This is an optimization exercise on Yosys and OpenROAD, whose aim is small area and a short achievable clock period, not a production implementation. Only simulation tests tie the RTL to the original design; equivalence was not proved. No activity file was given, so power comes from the tool's default toggle rates.

## flow/design.v

```verilog
module mod_alu (
    input logic [32-1:0] pc_i,
    input logic [32-1:0] alu_operand_1_i,
    input logic [32-1:0] alu_operand_2_i,
    input logic [32-1:0] immediate_i,
    input logic c_lui_i,
    input logic c_auipc_i,
    input logic c_jal_i,
    input logic c_jalr_i,
    input logic c_br_i,
    input logic c_load_i,
    input logic c_store_i,
    input logic c_imm_i,
    input logic c_op_i,
    input logic [3-1:0] funct3_i,
    input logic f7_zero_i,   
    input logic f7_sub_i,    
    output logic [32-1:0] target_address_o,
    output logic branch_taken_o,
    output logic [32-1:0] alu_result_o
);
  logic [31:0] a, b;
  assign a = alu_operand_1_i;
  assign b = (c_op_i || c_br_i) ? alu_operand_2_i : immediate_i;
  logic sub;
  assign sub = c_br_i || ((c_op_i || c_imm_i) && funct3_i[2:1] == 2'b01)
               || (c_op_i && funct3_i == 3'b000 && f7_sub_i);
  logic [32:0] sum33;
  assign sum33 = {1'b0, a} + {1'b0, b ^ {32{sub}}} + {32'b0, sub};
  logic [31:0] sum;
  assign sum = sum33[31:0];
  logic ltu, lt;
  assign ltu = !sum33[32];
  assign lt  = (a[31] ^ b[31]) ? a[31] : ltu;
  logic eq;
  assign eq = alu_operand_1_i == alu_operand_2_i;
  logic cond;
  always_comb begin
    case (funct3_i)
      3'b000:  cond = eq;
      3'b001:  cond = !eq;
      3'b100:  cond = lt;
      3'b101:  cond = !lt;
      3'b110:  cond = ltu;
      3'b111:  cond = !ltu;
      default: cond = 1'b0;
    endcase
  end
  assign branch_taken_o = c_jal_i || c_jalr_i || (c_br_i && cond);
  logic [31:0] pc_imm, pc_4;
  assign pc_imm = pc_i + immediate_i;
  assign pc_4   = pc_i + 32'd4;
  assign target_address_o = c_jalr_i ? {sum[31:1], 1'b0} : pc_imm;
  logic [4:0] shamt;
  assign shamt = c_op_i ? alu_operand_2_i[4:0] : immediate_i[4:0];
  logic left;
  assign left = !funct3_i[2];
  logic [31:0] sh_in, sh_out, sh_res;
  always_comb begin
    for (int k = 0; k < 32; k++) sh_in[k] = left ? a[31-k] : a[k];
  end
  logic fill;
  assign fill = f7_sub_i && a[31] && !left;
  assign sh_out = 32'($signed({fill, sh_in}) >>> shamt);
  always_comb begin
    for (int k = 0; k < 32; k++) sh_res[k] = left ? sh_out[31-k] : sh_out[k];
  end
  logic sh_ok;
  assign sh_ok = left || f7_zero_i || f7_sub_i;
  always_comb begin
    alu_result_o = 32'b0;
    if (c_lui_i) alu_result_o = immediate_i;
    else if (c_auipc_i) alu_result_o = pc_imm;
    else if (c_jal_i || c_jalr_i) alu_result_o = pc_4;
    else if (c_load_i || c_store_i) alu_result_o = sum;
    else if (c_imm_i || c_op_i) begin
      case (funct3_i)
        3'b000: alu_result_o = (c_imm_i || f7_zero_i || f7_sub_i) ? sum : 32'b0;
        3'b010: alu_result_o = {31'b0, lt};
        3'b011: alu_result_o = {31'b0, ltu};
        3'b100: alu_result_o = a ^ b;
        3'b110: alu_result_o = a | b;
        3'b111: alu_result_o = a & b;
        default: alu_result_o = sh_ok ? sh_res : 32'b0;   
      endcase
    end
  end
endmodule
module mod_ex (
    input logic rst_i,
    input logic clk_i,
    input logic [32-1:0] pc_i,
    input logic [32-1:0] immediate_i,
    input logic c_lui_i,
    input logic c_auipc_i,
    input logic c_jal_i,
    input logic c_jalr_i,
    input logic c_br_i,
    input logic c_load_i,
    input logic c_store_i,
    input logic c_imm_i,
    input logic c_op_i,
    input logic [3-1:0] funct3_i,
    input logic f7_zero_i,
    input logic f7_sub_i,
    input logic f7_md_i,
    input logic [32-1:0] alu_operand_1_i,
    input logic [32-1:0] alu_operand_2_i,
    output logic [32-1:0] target_address_o,
    output logic branch_taken_o,
    output logic [32-1:0] alu_result_o,
    output logic ex_stb_o
);
  logic muldiv_stb;
  logic [32-1:0] alu_result, muldiv_data;
  logic is_md;
  assign is_md = c_op_i && f7_md_i;
  mod_alu u_alu (
      .pc_i(pc_i),
      .alu_operand_1_i(alu_operand_1_i),
      .alu_operand_2_i(alu_operand_2_i),
      .immediate_i(immediate_i),
      .c_lui_i(c_lui_i),
      .c_auipc_i(c_auipc_i),
      .c_jal_i(c_jal_i),
      .c_jalr_i(c_jalr_i),
      .c_br_i(c_br_i),
      .c_load_i(c_load_i),
      .c_store_i(c_store_i),
      .c_imm_i(c_imm_i),
      .c_op_i(c_op_i),
      .funct3_i(funct3_i),
      .f7_zero_i(f7_zero_i),
      .f7_sub_i(f7_sub_i),
      .target_address_o(target_address_o),
      .branch_taken_o(branch_taken_o),
      .alu_result_o(alu_result)
  );
  mod_muldiv u_muldiv (
      .clk_i(clk_i),
      .rst_i(rst_i),
      .is_muldiv_i(is_md),
      .funct3_i(funct3_i),
      .muldiv_rs0_i(alu_operand_1_i),
      .muldiv_rs1_i(alu_operand_2_i),
      .muldiv_stb_o(muldiv_stb),
      .muldiv_data(muldiv_data)
  );
  assign alu_result_o = is_md ? muldiv_data : alu_result;
  assign ex_stb_o = !is_md || muldiv_stb;
endmodule
module mod_mem_cache #(
    parameter int TAG_BITS = 25
) (
    input logic clk_i,
    input logic rst_i,
    input  logic [         4:0] rd_row_i,
    output logic [TAG_BITS-1:0] rd_tag_o,
    output logic                rd_valid_o,
    output logic [ 32-1:0]   rd_data_o,
    input logic                we_i,
    input logic                inv_i,
    input logic [         4:0] wr_row_i,
    input logic [TAG_BITS-1:0] wr_tag_i,
    input logic [ 32-1:0]   wr_data_i
);
  logic [31:0][TAG_BITS-1:0] tags;
  logic [31:0][32-1:0] datas;
  logic [31:0] valids;
  assign rd_tag_o   = tags[rd_row_i];
  assign rd_data_o  = datas[rd_row_i];
  assign rd_valid_o = valids[rd_row_i];
  always_ff @(posedge clk_i) begin
    for (int r = 0; r < 32; r++) begin
      if (we_i && wr_row_i == r[4:0]) begin
        tags[r]  <= wr_tag_i;
        datas[r] <= wr_data_i;
      end
    end
  end
  always_ff @(posedge clk_i) begin
    for (int r = 0; r < 32; r++) begin
      if (rst_i) valids[r] <= 1'b0;
      else if ((we_i || inv_i) && wr_row_i == r[4:0]) valids[r] <= we_i;
    end
  end
endmodule
module mod_mem_ctrl (
    input logic clk_i,
    input logic rst_i,
    input logic [32-1:0] instruction_address_i,
    input logic instruction_address_stb_i,
    output logic instruction_readdata_stb_o,
    input logic [32-1:0] loadstore_address_i,
    input logic loadstore_read_i,
    input logic loadstore_write_i,
    input logic [32-1:0] loadstore_writedata_i,
    input logic [4-1:0] loadstore_byteenable_i,
    output logic loadstore_stb_o,
    input logic memory_ack_i,
    output logic [32-1:0] memory_writedata_o,
    output logic [32-1:0] memory_address_o,
    output logic [4-1:0] memory_byteenable_o,
    output logic memory_write_o,
    output logic memory_strobe_o
);
  logic st_idle, st_wait_load, st_wait_store, st_wait_if, st_done_load, st_done_store, st_done_if;
  logic [31:2] addr_q;
  logic start_store, start_load, start_if;
  assign start_store = st_idle && loadstore_write_i;
  assign start_load  = st_idle && !loadstore_write_i && loadstore_read_i;
  assign start_if    = st_idle && !loadstore_write_i && !loadstore_read_i && instruction_address_stb_i;
  logic in_wait;
  assign in_wait = st_wait_load || st_wait_store || st_wait_if;
  always_ff @(posedge clk_i) begin
    if (rst_i) begin
      st_idle       <= 1'b1;
      st_wait_load  <= 1'b0;
      st_wait_store <= 1'b0;
      st_wait_if    <= 1'b0;
      st_done_load  <= 1'b0;
      st_done_store <= 1'b0;
      st_done_if    <= 1'b0;
    end else begin
      st_idle       <= (st_idle && !loadstore_write_i && !loadstore_read_i && !instruction_address_stb_i)
                     || st_done_load || st_done_store || st_done_if;
      st_wait_load  <= start_load || (st_wait_load && !memory_ack_i);
      st_wait_store <= start_store || (st_wait_store && !memory_ack_i);
      st_wait_if    <= start_if || (st_wait_if && !memory_ack_i);
      st_done_load  <= st_wait_load && memory_ack_i;
      st_done_store <= st_wait_store && memory_ack_i;
      st_done_if    <= st_wait_if && memory_ack_i;
    end
  end
  always_ff @(posedge clk_i) begin
    if (rst_i || (in_wait && memory_ack_i)) addr_q <= '0;
    else if (start_store || start_load) addr_q <= loadstore_address_i[31:2];
    else if (start_if) addr_q <= instruction_address_i[31:2];
  end
  assign memory_address_o = {addr_q, 2'b00};
  assign memory_writedata_o = st_wait_store ? loadstore_writedata_i : '0;
  assign memory_byteenable_o = st_wait_if ? 4'b1111 :
                               (st_wait_load || st_wait_store) ? loadstore_byteenable_i : 4'b0000;
  assign memory_write_o = st_wait_store;
  assign memory_strobe_o = in_wait;
  assign loadstore_stb_o = st_done_load || st_done_store;
  assign instruction_readdata_stb_o = st_done_if;
endmodule
module mod_mem_data_cache (
    input logic clk_i,
    input logic rst_i,
    input logic [32-1:0] address_i,   
    input logic [32-1:0] writedata_i,
    input logic read_i,
    input logic write_i,
    input logic [4-1:0] byteenable_i,
    output logic [32-1:0] readdata_o,
    output logic stb_o,
    input logic [32-1:0] memory_readdata_i,
    input logic memory_operation_stb_i,
    output logic [32-1:0] memory_address_o,
    output logic [32-1:0] memory_writedata_o,
    output logic [4-1:0] memory_byteenable_o,
    output logic memory_write_o,
    output logic memory_read_o
);
  logic st_idle, st_write, st_miss, st_done;
  logic [31:2] maddr_q;
  logic [31:0] wdata_q;
  logic [3:0] be_q;
  logic [31:0] data_q;
  logic [24:0] row_tag;
  logic row_valid;
  logic [31:0] row_data;
  logic miss_done, write_done;
  assign miss_done  = st_miss && memory_operation_stb_i;
  assign write_done = st_write && memory_operation_stb_i;
  mod_mem_cache #(.TAG_BITS(25)) u_store (
      .clk_i(clk_i),
      .rst_i(rst_i),
      .rd_row_i(address_i[6:2]),
      .rd_tag_o(row_tag),
      .rd_valid_o(row_valid),
      .rd_data_o(row_data),
      .we_i(miss_done || (write_done && be_q == 4'b1111)),
      .inv_i(write_done),
      .wr_row_i(maddr_q[6:2]),
      .wr_tag_i(maddr_q[31:7]),
      .wr_data_i(st_miss ? memory_readdata_i : wdata_q)
  );
  logic hit;
  assign hit = row_valid && (row_tag == address_i[31:7]);
  always_ff @(posedge clk_i) begin
    if (rst_i) begin
      st_idle  <= 1'b1;
      st_write <= 1'b0;
      st_miss  <= 1'b0;
      st_done  <= 1'b0;
    end else begin
      st_idle  <= st_done || (st_idle && !write_i && !read_i);
      st_write <= (st_idle && write_i) || (st_write && !memory_operation_stb_i);
      st_miss  <= (st_idle && !write_i && read_i && !hit) || (st_miss && !memory_operation_stb_i);
      st_done  <= (st_idle && !write_i && read_i && hit) || miss_done || write_done;
    end
  end
  always_ff @(posedge clk_i) begin
    if (st_idle) begin
      maddr_q <= address_i[31:2];
      wdata_q <= writedata_i;
      be_q    <= byteenable_i;
    end
  end
  always_ff @(posedge clk_i) begin
    if (!st_done) data_q <= st_miss ? memory_readdata_i : row_data;
  end
  assign stb_o = st_done;
  assign readdata_o = data_q;
  assign memory_address_o = {maddr_q, 2'b00};
  assign memory_writedata_o = wdata_q;
  assign memory_byteenable_o = be_q;
  assign memory_write_o = st_write;
  assign memory_read_o = st_miss;
endmodule
module mod_mem_instruction_cache (
    input logic clk_i,
    input logic rst_i,
    input logic abort_i,
    input logic [32-1:0] address_i,   
    input logic read_i,
    output logic [32-1:0] readdata_o,
    output logic [32-1:0] address_o,
    output logic busy_o,
    input logic [32-1:0] memory_readdata_i,
    input logic memory_operation_stb_i,
    output logic [32-1:0] memory_address_o,
    output logic memory_read_o
);
  logic st_idle, st_miss, st_abort, st_done;
  logic pend_q;
  logic [31:2] maddr_q;
  logic [31:2] addr_q;
  logic [31:0] data_q;
  logic [24:0] row_tag;
  logic row_valid;
  logic [31:0] row_data;
  mod_mem_cache #(.TAG_BITS(25)) u_store (
      .clk_i(clk_i),
      .rst_i(rst_i),
      .rd_row_i(address_i[6:2]),
      .rd_tag_o(row_tag),
      .rd_valid_o(row_valid),
      .rd_data_o(row_data),
      .we_i(pend_q),
      .inv_i(1'b0),
      .wr_row_i(addr_q[6:2]),
      .wr_tag_i(addr_q[31:7]),
      .wr_data_i(data_q)
  );
  logic hit;
  assign hit = row_valid && (row_tag == address_i[31:7]);
  logic lookup, go_done_hit, go_miss, miss_done, abort_done;
  assign lookup      = st_idle && read_i;
  assign go_done_hit = lookup && hit;
  assign go_miss     = lookup && !hit;
  assign miss_done   = st_miss && memory_operation_stb_i;
  assign abort_done  = st_abort && memory_operation_stb_i;
  always_ff @(posedge clk_i) begin
    if (rst_i) begin
      st_idle  <= 1'b1;
      st_miss  <= 1'b0;
      st_abort <= 1'b0;
      st_done  <= 1'b0;
    end else begin
      st_idle  <= st_done || (st_idle && (abort_i || !read_i));
      st_miss  <= (st_idle && !abort_i && go_miss) || (st_miss && !memory_operation_stb_i && !abort_i);
      st_abort <= (st_miss && !memory_operation_stb_i && abort_i) || (st_abort && !memory_operation_stb_i);
      st_done  <= (st_idle && !abort_i && go_done_hit) || miss_done || abort_done;
    end
  end
  always_ff @(posedge clk_i) begin
    if (st_idle) maddr_q <= address_i[31:2];
  end
  always_ff @(posedge clk_i) begin
    pend_q <= !rst_i && !abort_i && miss_done;
  end
  always_ff @(posedge clk_i) begin
    if (rst_i || abort_i) begin
      addr_q <= '0;
      data_q <= '0;
    end else if (go_done_hit) begin
      addr_q <= address_i[31:2];
      data_q <= row_data;
    end else if (go_miss || abort_done) begin
      addr_q <= '0;
      data_q <= '0;
    end else if (miss_done) begin
      addr_q <= maddr_q;
      data_q <= memory_readdata_i;
    end
  end
  assign busy_o = !st_idle;
  assign readdata_o = data_q;
  assign address_o = {addr_q, 2'b00};
  assign memory_read_o = st_miss;
  assign memory_address_o = {maddr_q, 2'b00};
endmodule
module mod_muldiv (
    input logic clk_i,
    input logic rst_i,
    input logic is_muldiv_i,   
    input logic [3-1:0] funct3_i,
    input logic [32-1:0] muldiv_rs0_i,
    input logic [32-1:0] muldiv_rs1_i,
    output logic muldiv_stb_o,   
    output logic [32-1:0] muldiv_data
);
  logic [2:0] f3;
  logic [31:0] rs0, rs1;
  assign f3  = funct3_i;
  assign rs0 = muldiv_rs0_i;
  assign rs1 = muldiv_rs1_i;
  logic [2:0] prev_f3;
  logic [31:0] prev_rs0, prev_rs1;
  logic ops_eq, f3_eq, pair;
  assign ops_eq = (prev_rs0 == rs0) && (prev_rs1 == rs1);
  assign f3_eq  = prev_f3 == f3;
  always_comb begin
    case (f3)
      3'b000:  pair = prev_f3 == 3'b001;
      3'b001:  pair = prev_f3 == 3'b000;
      3'b100:  pair = prev_f3 == 3'b110;
      3'b110:  pair = prev_f3 == 3'b100;
      3'b101:  pair = prev_f3 == 3'b111;
      3'b111:  pair = prev_f3 == 3'b101;
      default: pair = 1'b0;
    endcase
  end
  logic trigger;
  assign trigger = !(ops_eq && (f3_eq || (is_muldiv_i && pair)));
  always_ff @(posedge clk_i) begin
    if (is_muldiv_i && trigger) begin
      prev_f3  <= f3;
      prev_rs0 <= rs0;
      prev_rs1 <= rs1;
    end
  end
  logic s0, s1;
  assign s0 = f3[2] ? (!f3[0] && rs0[31]) : ((f3[1:0] != 2'b11) && rs0[31]);
  assign s1 = f3[2] ? (!f3[0] && rs1[31]) : (!f3[1] && rs1[31]);
  logic [31:0] m0, m1;
  assign m0 = s0 ? -rs0 : rs0;
  assign m1 = s1 ? -rs1 : rs1;
  function automatic logic [4:0] highest_pos(input logic [31:0] d);
    highest_pos = 5'd0;
    for (int k = 0; k < 32; k++) if (d[k]) highest_pos = k[4:0];
  endfunction
  logic [4:0] hp0, hp1;
  assign hp0 = highest_pos(m0);
  assign hp1 = highest_pos(m1);
  logic m0_zero, m1_zero;
  assign m0_zero = m0 == 32'b0;
  assign m1_zero = m1 == 32'b0;
  logic direct;
  assign direct = f3[2] ? (m1_zero || (m0 < m1)) : (m0_zero || m1_zero);
  logic hpc;   
  assign hpc = hp0 < hp1;
  logic mul_done;
  logic [2:0] mul_k;
  logic [31:0] mul_a, mul_b;
  logic [63:0] acc;
  logic [3:0] nib;
  assign nib = mul_b[{mul_k, 2'b00}+:4];
  logic [35:0] nib_a;
  assign nib_a = (nib[0] ? {4'b0, mul_a} : 36'b0) + (nib[1] ? {3'b0, mul_a, 1'b0} : 36'b0)
               + (nib[2] ? {2'b0, mul_a, 2'b0} : 36'b0) + (nib[3] ? {1'b0, mul_a, 3'b0} : 36'b0);
  always_ff @(posedge clk_i) begin
    if (rst_i) begin
      mul_done   <= 1'b0;
      mul_k      <= 3'd0;
      mul_b[3:0] <= 4'd0;
      acc        <= 64'd0;
    end else if (trigger) begin
      mul_done <= direct;
      mul_k    <= hpc ? hp0[4:2] : hp1[4:2];
      mul_b    <= hpc ? m0 : m1;
      mul_a    <= hpc ? m1 : m0;
      acc      <= 64'd0;
    end else if (!mul_done) begin
      acc <= {acc[59:0], 4'b0} + {28'b0, nib_a};
      if (mul_k == 3'd0) mul_done <= 1'b1;
      mul_k <= mul_k - 3'd1;
    end
  end
  logic [5:0] div_j;
  logic [31:0] dvd, dvs, quo;
  logic [4:0] rot;
  assign rot = hp0 - hp1;
  logic [31:0] m1_rot, align_mask;
  assign m1_rot = ({m1, m1} << rot) >> 32;
  always_comb begin
    for (int k = 0; k < 32; k++) align_mask[k] = (k[4:0] <= hp0);
  end
  logic [32:0] dvd_diff;
  assign dvd_diff = {1'b0, dvd} - {1'b0, dvs};
  logic ge;
  assign ge = !dvd_diff[32];
  always_ff @(posedge clk_i) begin
    if (rst_i) begin
      div_j <= 6'd0;
      dvd   <= 32'd0;
      dvs   <= 32'd0;
      quo   <= 32'd0;
    end else if (trigger) begin
      dvd <= m0;
      if (direct) begin
        div_j <= 6'd32;
        dvs   <= 32'd0;
        quo   <= m1_zero ? (s0 ? 32'd1 : 32'hFFFFFFFF) : 32'd0;
      end else begin
        div_j <= {1'b0, hp1} + 6'd31 - {1'b0, hp0};
        dvs   <= m1_rot & align_mask;
        quo   <= 32'd0;
      end
    end else if (div_j != 6'd32) begin
      quo   <= {quo[30:0], ge};
      if (ge) dvd <= dvd_diff[31:0];
      dvs   <= dvs >> 1;
      div_j <= div_j + 6'd1;
    end
  end
  logic mul_hi, neg;
  assign mul_hi = !f3[2] && (f3[1:0] != 2'b00);
  assign neg = (f3[2] && f3[1]) ? s0 : (s0 ^ s1);
  logic [31:0] sel;
  logic cin;
  always_comb begin
    case (f3)
      3'b000:  sel = acc[31:0];
      3'b001, 3'b010, 3'b011: sel = acc[63:32];
      3'b100, 3'b101: sel = quo;
      default: sel = dvd;
    endcase
  end
  assign cin = mul_hi ? (acc[31:0] == 32'b0) : 1'b1;
  assign muldiv_data = neg ? (~sel + {31'b0, cin}) : sel;
  assign muldiv_stb_o = !trigger && (f3[2] ? (div_j == 6'd32) : mul_done);
endmodule
module mod_pc (
    input logic clk_i,
    input logic rst_i,
    input  logic             stall_i,
    input  logic [32-1:0] pc_i,
    input  logic             pc_stb_i,
    output logic [32-1:0] pc_o
);
  logic [32-1:1] pc;
  assign pc_o = {pc, 1'b0};
  logic pc_zero;
  assign pc_zero = pc == '0;
  always_ff @(posedge clk_i) begin
    if (rst_i) begin
      pc <= 32'hBFC00000 >> 1;
    end else if (pc_zero) begin
      pc <= '0;
    end else if (pc_stb_i) begin
      pc <= pc_i[32-1:1];
    end else if (!stall_i) begin
      pc <= pc + 2;
    end
  end
endmodule
module mod_reg_file (
    input  logic                       clk_i,
    input  logic                       rst_i,
    input  logic                       write_enable_i,
    input  logic [5-1:0] read_addr_1_i,
    input  logic [5-1:0] read_addr_2_i,
    input  logic [5-1:0] write_addr_i,
    input  logic [          32-1:0] write_val_i,
    output logic [          32-1:0] reg_1_o,
    output logic [          32-1:0] reg_2_o,
    output logic [          32-1:0] register_a0
);
  logic [31:1][32-1:0] registers;
  logic [31:0][32-1:0] table_r;
  assign table_r = {registers, 32'b0};
  logic [32-1:0] wval;
  assign wval = rst_i ? '0 : write_val_i;
  always_ff @(posedge clk_i) begin
    for (int r = 1; r < 32; r++) begin
      if (rst_i || (write_enable_i && write_addr_i == r[4:0])) registers[r] <= wval;
    end
  end
  assign reg_1_o = table_r[read_addr_1_i];
  assign reg_2_o = table_r[read_addr_2_i];
  assign register_a0 = registers[10];
endmodule
module mod_cpu (
    input logic clk_i,
    input logic rst_i,
    output logic [31:0] register_a0,
    output logic [31:0] wb_adr_o,
    input logic [31:0] wb_dat_i,
    output logic [31:0] wb_dat_o,
    output logic wb_we_o,
    output logic [3:0] wb_sel_o,
    output logic wb_stb_o,
    input logic wb_ack_i,
    output logic wb_cyc_o
);
  logic mem_stall, ex_stall, if_stall_req, lw_hazard;
  logic pc_stall;   
  logic ex_branch_taken;
  logic [32-1:0] ex_target_address;
  logic [32-1:0] pc;
  logic [32-1:0] id_pc, id_instr;
  logic ex_c_lui, ex_c_auipc, ex_c_jal, ex_c_jalr, ex_c_br, ex_c_load, ex_c_store, ex_c_imm, ex_c_op;
  logic [2:0] ex_funct3;
  logic ex_f7_zero, ex_f7_sub, ex_f7_md;
  logic [32-1:0] ex_reg_1, ex_reg_2, ex_immediate, ex_pc;
  logic [4:0] ex_rs1, ex_rs2, ex_rd;
  logic mem_reg_write_en, mem_load, mem_store;
  logic [2:0] mem_funct3;
  logic [4:0] mem_rd;
  logic [32-1:0] mem_alu_out, mem_reg_2;
  logic wb_reg_write_en;
  logic [4:0] wb_rd;
  logic [32-1:0] wb_value;
  logic ic_busy;
  logic [32-1:0] ic_readdata, ic_readdata_address;
  logic [32-1:0] ic_mem_address;
  logic ic_mem_read, ic_mem_stb;
  logic dc_stb;
  logic [32-1:0] dc_readdata, dc_writedata;
  logic [3:0] dc_byteenable;
  logic [32-1:0] dc_mem_address, dc_mem_writedata;
  logic [3:0] dc_mem_byteenable;
  logic dc_mem_write, dc_mem_read, dc_mem_stb;
  mod_mem_ctrl u_mem_ctrl (
      .clk_i(clk_i),
      .rst_i(rst_i),
      .instruction_address_i(ic_mem_address),
      .instruction_address_stb_i(ic_mem_read),
      .instruction_readdata_stb_o(ic_mem_stb),
      .loadstore_address_i(dc_mem_address),
      .loadstore_read_i(dc_mem_read),
      .loadstore_write_i(dc_mem_write),
      .loadstore_writedata_i(dc_mem_writedata),
      .loadstore_byteenable_i(dc_mem_byteenable),
      .loadstore_stb_o(dc_mem_stb),
      .memory_ack_i(wb_ack_i),
      .memory_writedata_o(wb_dat_o),
      .memory_address_o(wb_adr_o),
      .memory_byteenable_o(wb_sel_o),
      .memory_write_o(wb_we_o),
      .memory_strobe_o(wb_stb_o)
  );
  assign wb_cyc_o = wb_stb_o;
  mod_pc u_mod_pc (
      .clk_i(clk_i),
      .rst_i(rst_i),
      .stall_i(pc_stall || lw_hazard),
      .pc_i(ex_target_address),
      .pc_stb_i(ex_branch_taken),
      .pc_o(pc)
  );
  logic is_instruction_read;
  assign is_instruction_read = !ex_branch_taken && (!pc_stall || pc == 32'hBFC00000);
  mod_mem_instruction_cache u_mod_mem_instruction_cache (
      .clk_i(clk_i),
      .rst_i(rst_i),
      .abort_i(ex_branch_taken),
      .address_i({pc[31:2], 2'b00}),
      .read_i(is_instruction_read),
      .readdata_o(ic_readdata),
      .address_o(ic_readdata_address),
      .busy_o(ic_busy),
      .memory_readdata_i(wb_dat_i),
      .memory_operation_stb_i(ic_mem_stb),
      .memory_address_o(ic_mem_address),
      .memory_read_o(ic_mem_read)
  );
  logic if2id_stall;
  assign if2id_stall = pc_stall || lw_hazard;
  always_ff @(posedge clk_i) begin
    if (rst_i || ex_branch_taken || (if2id_stall && !(mem_stall || ex_stall))) begin
      id_pc    <= '0;
      id_instr <= '0;
    end else if (!if2id_stall) begin
      id_pc    <= ic_readdata_address;
      id_instr <= ic_readdata;
    end
  end
  logic [6:0] id_opcode;
  logic [2:0] id_funct3;
  logic [6:0] id_funct7;
  logic [4:0] id_rs1, id_rs2, id_rd;
  assign id_opcode = id_instr[6:0];
  assign id_funct3 = id_instr[14:12];
  assign id_funct7 = id_instr[31:25];
  assign id_rs1 = id_instr[19:15];
  assign id_rs2 = id_instr[24:20];
  assign id_rd = id_instr[11:7];
  logic id_c_lui, id_c_auipc, id_c_jal, id_c_jalr, id_c_br, id_c_load, id_c_store, id_c_imm, id_c_op;
  assign id_c_lui   = id_opcode == 7'b0110111;
  assign id_c_auipc = id_opcode == 7'b0010111;
  assign id_c_jal   = id_opcode == 7'b1101111;
  assign id_c_jalr  = id_opcode == 7'b1100111;
  assign id_c_br    = id_opcode == 7'b1100011;
  assign id_c_load  = id_opcode == 7'b0000011;
  assign id_c_store = id_opcode == 7'b0100011;
  assign id_c_imm   = id_opcode == 7'b0010011;
  assign id_c_op    = id_opcode == 7'b0110011;
  logic id_alu_op2_src;
  assign id_alu_op2_src = id_c_lui || id_c_auipc || id_c_imm || id_c_load || id_c_store
                          || id_c_jal || id_c_jalr;
  logic [32-1:0] id_immediate;
  always_comb begin
    if (id_c_imm || id_c_load || id_c_jalr) id_immediate = {{20{id_instr[31]}}, id_instr[31:20]};
    else if (id_c_store) id_immediate = {{20{id_instr[31]}}, id_instr[31:25], id_instr[11:7]};
    else if (id_c_br)
      id_immediate = {{20{id_instr[31]}}, id_instr[7], id_instr[30:25], id_instr[11:8], 1'b0};
    else if (id_c_lui || id_c_auipc) id_immediate = {id_instr[31:12], 12'b0};
    else if (id_c_jal)
      id_immediate = {{12{id_instr[31]}}, id_instr[19:12], id_instr[20], id_instr[30:21], 1'b0};
    else id_immediate = '0;
  end
  logic [32-1:0] id_reg_1_data, id_reg_2_data, id_reg_1_fwd, id_reg_2_fwd;
  mod_reg_file u_mod_reg_file (
      .clk_i(clk_i),
      .rst_i(rst_i),
      .read_addr_1_i(id_rs1),
      .read_addr_2_i(id_rs2),
      .write_enable_i(wb_reg_write_en),
      .write_addr_i(wb_rd),
      .write_val_i(wb_value),
      .reg_1_o(id_reg_1_data),
      .reg_2_o(id_reg_2_data),
      .register_a0(register_a0)
  );
  assign id_reg_1_fwd = (wb_reg_write_en && id_rs1 == wb_rd) ? wb_value : id_reg_1_data;
  assign id_reg_2_fwd = (wb_reg_write_en && id_rs2 == wb_rd) ? wb_value : id_reg_2_data;
  assign lw_hazard = ((id_rs1 == ex_rs1 && id_rs1 != 0) || (id_rs2 == ex_rs2 && ex_rs2 != 0))
                     && ex_c_load;
  always_ff @(posedge clk_i) begin
    if (rst_i || lw_hazard || ex_branch_taken) begin
      ex_c_lui     <= 1'b0;
      ex_c_auipc   <= 1'b0;
      ex_c_jal     <= 1'b0;
      ex_c_jalr    <= 1'b0;
      ex_c_br      <= 1'b0;
      ex_c_load    <= 1'b0;
      ex_c_store   <= 1'b0;
      ex_c_imm     <= 1'b0;
      ex_c_op      <= 1'b0;
      ex_funct3    <= '0;
      ex_f7_zero   <= 1'b1;
      ex_f7_sub    <= 1'b0;
      ex_f7_md     <= 1'b0;
      ex_reg_1     <= '0;
      ex_reg_2     <= '0;
      ex_immediate <= '0;
      ex_pc        <= '0;
      ex_rs1       <= '0;
      ex_rs2       <= '0;
      ex_rd        <= '0;
    end else if (!(mem_stall || ex_stall)) begin
      ex_c_lui     <= id_c_lui;
      ex_c_auipc   <= id_c_auipc;
      ex_c_jal     <= id_c_jal;
      ex_c_jalr    <= id_c_jalr;
      ex_c_br      <= id_c_br;
      ex_c_load    <= id_c_load;
      ex_c_store   <= id_c_store;
      ex_c_imm     <= id_c_imm;
      ex_c_op      <= id_c_op;
      ex_funct3    <= id_funct3;
      ex_f7_zero   <= id_funct7 == 7'b0000000;
      ex_f7_sub    <= id_funct7 == 7'b0100000;
      ex_f7_md     <= id_funct7 == 7'b0000001;
      ex_reg_1     <= id_reg_1_fwd;
      ex_reg_2     <= id_reg_2_fwd;
      ex_immediate <= id_immediate;
      ex_pc        <= id_pc;
      ex_rs1       <= id_rs1;
      ex_rs2       <= id_alu_op2_src ? 5'd0 : id_rs2;
      ex_rd        <= id_rd;
    end
  end
  logic fw1_m, fw2_m, fw1_w, fw2_w;
  always_comb begin
    fw1_m = 1'b0;
    fw2_m = 1'b0;
    fw1_w = 1'b0;
    fw2_w = 1'b0;
    if (mem_reg_write_en && mem_rd != 0) begin
      fw1_m = mem_rd == ex_rs1;
      fw2_m = mem_rd == ex_rs2;
    end else if (wb_reg_write_en && wb_rd != 0) begin
      fw1_w = wb_rd == ex_rs1 && mem_rd != ex_rs1;
      fw2_w = wb_rd == ex_rs2 && mem_rd != ex_rs2;
    end
  end
  logic [32-1:0] ex_op1, ex_op2;
  assign ex_op1 = fw1_m ? mem_alu_out : fw1_w ? wb_value : ex_reg_1;
  assign ex_op2 = fw2_m ? mem_alu_out : fw2_w ? wb_value : ex_reg_2;
  logic [32-1:0] ex_alu_result;
  logic ex_stb;
  mod_ex u_mod_ex (
      .rst_i(rst_i),
      .clk_i(clk_i),
      .pc_i(ex_pc),
      .immediate_i(ex_immediate),
      .c_lui_i(ex_c_lui),
      .c_auipc_i(ex_c_auipc),
      .c_jal_i(ex_c_jal),
      .c_jalr_i(ex_c_jalr),
      .c_br_i(ex_c_br),
      .c_load_i(ex_c_load),
      .c_store_i(ex_c_store),
      .c_imm_i(ex_c_imm),
      .c_op_i(ex_c_op),
      .funct3_i(ex_funct3),
      .f7_zero_i(ex_f7_zero),
      .f7_sub_i(ex_f7_sub),
      .f7_md_i(ex_f7_md),
      .alu_operand_1_i(ex_op1),
      .alu_operand_2_i(ex_op2),
      .target_address_o(ex_target_address),
      .branch_taken_o(ex_branch_taken),
      .alu_result_o(ex_alu_result),
      .ex_stb_o(ex_stb)
  );
  logic ex_reg_write_en;
  assign ex_reg_write_en = ex_c_lui || ex_c_auipc || ex_c_imm || ex_c_op || ex_c_load
                           || ex_c_jal || ex_c_jalr;
  always_ff @(posedge clk_i) begin
    if (rst_i || (ex_stall && !mem_stall)) begin
      mem_reg_write_en <= 1'b0;
      mem_load         <= 1'b0;
      mem_store        <= 1'b0;
      mem_funct3       <= '0;
      mem_rd           <= '0;
      mem_alu_out      <= '0;
      mem_reg_2        <= '0;
    end else if (!(mem_stall || ex_stall)) begin
      mem_reg_write_en <= ex_reg_write_en;
      mem_load         <= ex_c_load;
      mem_store        <= ex_c_store;
      mem_funct3       <= ex_funct3;
      mem_rd           <= ex_rd;
      mem_alu_out      <= ex_alu_result;
      mem_reg_2        <= ex_op2;
    end
  end
  logic [1:0] mem_off;
  assign mem_off = mem_alu_out[1:0];
  always_comb begin
    case (mem_funct3)
      3'b000, 3'b100: dc_byteenable = 4'b0001 << mem_off;
      3'b001, 3'b101: dc_byteenable = 4'b0011 << mem_off;
      3'b010: dc_byteenable = 4'b1111;
      default: dc_byteenable = 4'b0000;
    endcase
  end
  always_comb begin
    case (mem_funct3)
      3'b000: begin
        case (mem_off)
          2'd3: dc_writedata = {mem_reg_2[7:0], 24'b0};
          2'd2: dc_writedata = {8'b0, mem_reg_2[7:0], 16'b0};
          2'd1: dc_writedata = {16'b0, mem_reg_2[7:0], 8'b0};
          default: dc_writedata = {24'b0, mem_reg_2[7:0]};
        endcase
      end
      3'b001: dc_writedata = (mem_off == 2'd0) ? {16'b0, mem_reg_2[15:0]} : {mem_reg_2[15:0], 16'b0};
      3'b010: dc_writedata = mem_reg_2;
      default: dc_writedata = '0;
    endcase
  end
  mod_mem_data_cache u_mod_mem_data_cache (
      .clk_i(clk_i),
      .rst_i(rst_i),
      .address_i({mem_alu_out[31:2], 2'b00}),
      .writedata_i(dc_writedata),
      .read_i(mem_load),
      .write_i(mem_store),
      .byteenable_i(dc_byteenable),
      .readdata_o(dc_readdata),
      .stb_o(dc_stb),
      .memory_readdata_i(wb_dat_i),
      .memory_operation_stb_i(dc_mem_stb),
      .memory_address_o(dc_mem_address),
      .memory_writedata_o(dc_mem_writedata),
      .memory_byteenable_o(dc_mem_byteenable),
      .memory_write_o(dc_mem_write),
      .memory_read_o(dc_mem_read)
  );
  logic [32-1:0] mem_loaded_value;
  logic [7:0] ld_byte;
  logic [15:0] ld_half;
  always_comb begin
    case (mem_off)
      2'd0: ld_byte = dc_readdata[7:0];
      2'd1: ld_byte = dc_readdata[15:8];
      2'd2: ld_byte = dc_readdata[23:16];
      default: ld_byte = dc_readdata[31:24];
    endcase
    ld_half = (mem_off == 2'd0) ? dc_readdata[15:0] : dc_readdata[31:16];
    case (mem_funct3)
      3'b000: mem_loaded_value = {{24{ld_byte[7]}}, ld_byte};
      3'b001: mem_loaded_value = {{16{ld_half[15]}}, ld_half};
      3'b010: mem_loaded_value = dc_readdata;
      3'b100: mem_loaded_value = {24'b0, ld_byte};
      3'b101: mem_loaded_value = {16'b0, ld_half};
      default: mem_loaded_value = '0;
    endcase
  end
  always_ff @(posedge clk_i) begin
    if (rst_i) begin
      wb_reg_write_en <= 1'b0;
      wb_rd           <= '0;
      wb_value        <= '0;
    end else if (!mem_stall) begin
      wb_reg_write_en <= mem_reg_write_en;
      wb_rd           <= mem_rd;
      wb_value        <= mem_load ? mem_loaded_value : mem_alu_out;
    end
  end
  assign mem_stall = !dc_stb && (mem_load || mem_store);
  assign ex_stall = !ex_stb;
  assign if_stall_req = ic_busy || id_c_br || id_c_jal || id_c_jalr;
  assign pc_stall = mem_stall || ex_stall || if_stall_req;
endmodule
```

## flow/run.sh

```bash
#!/bin/bash
# synth_recipe.tcl (not shown) runs the flow's synth.tcl, then flattens the netlist and writes it again
# the make line also repeats each setting of config.mk as NAME=value (left out here)
make -C /OpenROAD-flow-scripts/flow DESIGN_CONFIG=/design/flow/config.mk WORK_HOME=/design/flow/orfs CLKGATE_MAP_FILE= SYNTH_SCRIPT=/design/flow/synth_recipe.tcl finish
```

## flow/constraint.sdc

```tcl
create_clock -name core_clock -period 20.0 [get_ports {clk_i}]
set_input_delay 4.0000 -clock core_clock [delete_from_list [all_inputs] [get_ports {clk_i}]]
set_output_delay 4.0000 -clock core_clock [all_outputs]
set_load 0.01 [all_outputs]
```

## flow/config.mk

```make
export PLATFORM = sky130hd
export DESIGN_NAME = mod_cpu
export DESIGN_NICKNAME = mod_cpu
export VERILOG_FILES = /design/flow/design.v
export SDC_FILE = /design/flow/constraint.sdc
export NUM_CORES = 8
export LEC_CHECK = 0
export CAP_MARGIN = 20
export CORE_MARGIN = 2
export CORE_UTILIZATION = 30
export PLACE_DENSITY = 0.45
export SLEW_MARGIN = 20
```

==> out/metrics.yaml <==
async_flop_share_pct: 0
synthMuxAreaShare_pct: 18.9
crit_slowest_cell: "buf_4"
place_inst: 26200
synth_top_area_share_pct: 58.6
pwr-share-seq_pct: 47.6
hpwl_mm: 584
rrSetupSlack_ns: 9.46
synth.area.top_cells: "edfxtp_1 59%, mux4_2 16%, dfxtp_1 5.6%, mux2i_1 2.2%, nor2_1 1.5%"
ctsHoldBuffers: 0
synth_simple_gate_area_share_pct: 4.85
maxCapViolCount: 0
routed_via_density: 5.48
reg2reg_to: "ex_reg_2[27]"
cts_root_buffer: "clkbuf_16"
synth_compound_area_share_pct: 6.10
overflow: 0
clk_latency_ns: 1.17
worstPathMaxFanout: 73
critical-path-top-delay-family: "compound AO/OA/AOI/OAI gates"
final_cell_area_sq_um: 288000
yosys-top-cells-count: "4,895 x edfxtp_1, 1,782 x mux4_2, 1,029 x nor2_1, 833 x nand2_1, 747 x clkbuf_1"
fin_crit_ns: 10.54
critPathCaptureType: "flop"
yosysTopAreaCell: "edfxtp_1"
vdd_ir_drop_max_v: 0.0000898
power_frac_comb_pct: 10.2
ys_ff_latch: 5603
crit_required_ns: 20.91
dpl_cell_area_sq_um: 268000
slowest_delay_ns: 0.77
ys_types: 111
vias: 150000
cts_buffers: 635
setup_viol: 0
clockPowerShare_pct: 42.1
syn_to_final_growth_pct: 15.0
cp.arrival_ns: 11.45
final_antenna_net_count: 0
synth_top_family_by_area: "multiplexers"
status: "no timing/DRC/antenna violations"
gp_congestion: 0.942
ys_seq_area_share_pct: 64.2
finalCritPeriodShare_pct: 52.7
antenna_found_initial: 60
crit_type: "flop to flop"
startpoint: "mem_rd[1]"
synth_edf_count: 4895
cp.depth: 26
switching_share_pct: 25.2
rsz0062_at_grt: "no"
synthXorXnorAreaFrac_pct: 1.64
yosys_warnings: 9
grt_pass1_vias: 148000
instances_no_fill: 27400
rows: 335
final_nets: 16100
drtIter0Drc: 17700
fin_tns_setup_ns: 0
power.density_nw_per_um2: 94.3
cts.clk_slew.worst_paths_ns: 0.06
cts_tree: "yes"
cts_setup_buffers: 0
r2r_start: "mem_rd[1]"
dieArea_sq_um: 844000
endpoint: "ex_reg_2[27]"
path_buf_inv: 4
internal_power_w: 0.0203
ys.flop_type: "edfxtp_1"
core_area_sq_um: 833000
synth_fa_ha_area_share_pct: 1.99
totalPowerFinal_w: 0.0272
timing.final.ws_setup_ns: 9.46
synth_cells: 15400
slew-limit-headroom_pct: 17.0
switchingPower_w: 0.00686
clock_path_buffers: 4
fp.dieH_um: 919
skew_ns: 0.106
wl_mm: 933
start_util_pct: 30.1
yosysMostFrequentCell: "edfxtp_1"
clock-sinks: 5603
reg2reg_depth: 26
slew_viol_final: 0
max_freq_mhz: 94.9
place_ws_ns: 9.21
cp-start-kind: "flop"
syn-mean-instance-area_sq_um: 16.3
remaining_drc_errors: 0
hold_path_class: "flop to flop"
grt_usage_pct: 21.4
p_leak_nw: 95.0
grt_max_degree: 139
crit_path_frequent_cell: "buf_4"
num_io_pins: 138
syn_area_sq_um: 251000
worstMarginPinSlew_ns: 1.24
firstDrtPassIters: 8
post_cts_resize_count: 0
h-tree-depth: 6
portBuffers: 135
timing.final.hold_violations: 0
wl_per_cell_um: 34.0
die_w_um: 919
drive_gt1_share_pct: 22.9
grt_pass1_wl_mm: 1270
-- worst reg2reg max path: cells and delay by family (launching register included) --
| family | cells | cell delay (ns) |
|---|---|---|
| simple gates | 7 | 2.35 |
| buf+inv | 4 | 2.46 |
| compound gates | 14 | 4.63 |
| fa+ha+maj | 1 | 0.51 |
| flops | 1 | 0.36 |
-- cell usage in the layout, fill, tap and decap left out, types with 246 or more instances in the layout --
cell       count
nor2_1       963
a21oi_1      585
clkbuf_16    641
nand2_1      813
mux4_2      1782
edfxtp_1    4895
dfxtp_1      662
ha_1         246
o21ai_0      454
buf_4        532
inv_1        402
xnor2_1      278
mux2i_1      547
-- worst min path at each step --
stage	start	end	slack [ns]	depth (start not counted)
floorplan	u_mod_mem_instruction_cache.st_done	u_mod_mem_instruction_cache.st_idle	0.38	2
global placement	u_mod_mem_instruction_cache.st_done	u_mod_mem_instruction_cache.st_idle	0.44	2
detailed placement	u_mod_mem_instruction_cache.st_done	u_mod_mem_instruction_cache.st_idle	0.43	2
CTS	u_mod_mem_instruction_cache.st_done	u_mod_mem_instruction_cache.st_idle	0.45	2
global route	ex_rd[4]	ex_rd[4]	0.47	2
finish	u_mod_ex.u_muldiv.mul_b[3]	u_mod_ex.u_muldiv.mul_b[3]	0.45	2
-- stage by stage --
stage	hold WS (ns)	util (%)
4_1_cts	0.446	34.6
3_3_place_gp	0.438	32.1
5_1_grt	0.471	34.6
6_report	0.446	34.6
2_1_floorplan	0.382	-
3_5_place_dp	0.426	32.1
-- per-layer routing --
metal	global-route usage (%)	up-vias	wire [um]
met3	3.17	1246	58300
met2	34.4	5662	437000
met1	29.9	81100	404000
li1	-	62100	-
met4	6.81	26	33600
met5	0	-	158
-- sequential cells by signal (all words and copies together), names as in the netlist, 64 cells and up, named ones only --
register                                   flops
u_mod_mem_instruction_cache.u_store.datas   1024
u_mod_mem_data_cache.u_store.datas          1024
u_mod_ex.u_muldiv.acc                         64
u_mod_mem_data_cache.u_store.tags            800
u_mod_reg_file.registers                     992
u_mod_mem_instruction_cache.u_store.tags     800
-- kinds of logic (layout without fill, tap and decap cells) --
logic type	Yosys count	count (layout)
AOI/OAI and AO/OA	2325	2325
xor gates and xnor gates	466	466
adders and majority gates	342	342
buffers and inverters	1489	2277
DFF	5603	5603
muxes	2479	2479
other	1	64
and+or+nand+nor	2730	2730
-- final cells by class --
cell class                      instances  area (sq um)
Antenna cell                           62           155
Clock buffer                          824         17000
Clock inverter                        330          3250
Fill cell                           79400        544000
Inverter                              428          1640
Multi-Input combinational cell       8344         85300
Sequential cell                      5603        161000
Tap cell                            11100         13900
Timing Repair Buffer                  695          5850
-- power by group through the flow --
stage	Combinational [W]	Sequential (W)	Clock (W)
after floorplan	0.00198	0.0131	0
after global placement	0.00276	0.0132	0
after detailed placement	0.00277	0.0132	0
after CTS	0.00278	0.0129	0.0117
after global routing	0.00301	0.0130	0.0121
final	0.00278	0.0129	0.0115

-- separate check: timing with driven ports --
In the flow no input, the clock included, has a driving cell. The finished layout below was timed again as built, in two steps.
Step 1: set_driving_cell puts a clkbuf_16 on clk_i and a buf_2 on each other input, an assumption about the parent block.
Step 2 also shifts input and output timing later by t, the mid clock arrival at the registers, as if the neighbouring blocks saw the same clock.
Slacks: ideal / step 1 / step 2; pairs: ideal / step 1.
t (ns): 1.249
setup WS [ns]: 9.457 / 9.457 / 9.457
slew at the worst register clock pin (ns): 0.07 / 0.07
After both steps setup and hold are still met in this run. The setup slack of this run moves by 0.000 ns with the drivers and by 0.000 ns with both steps.
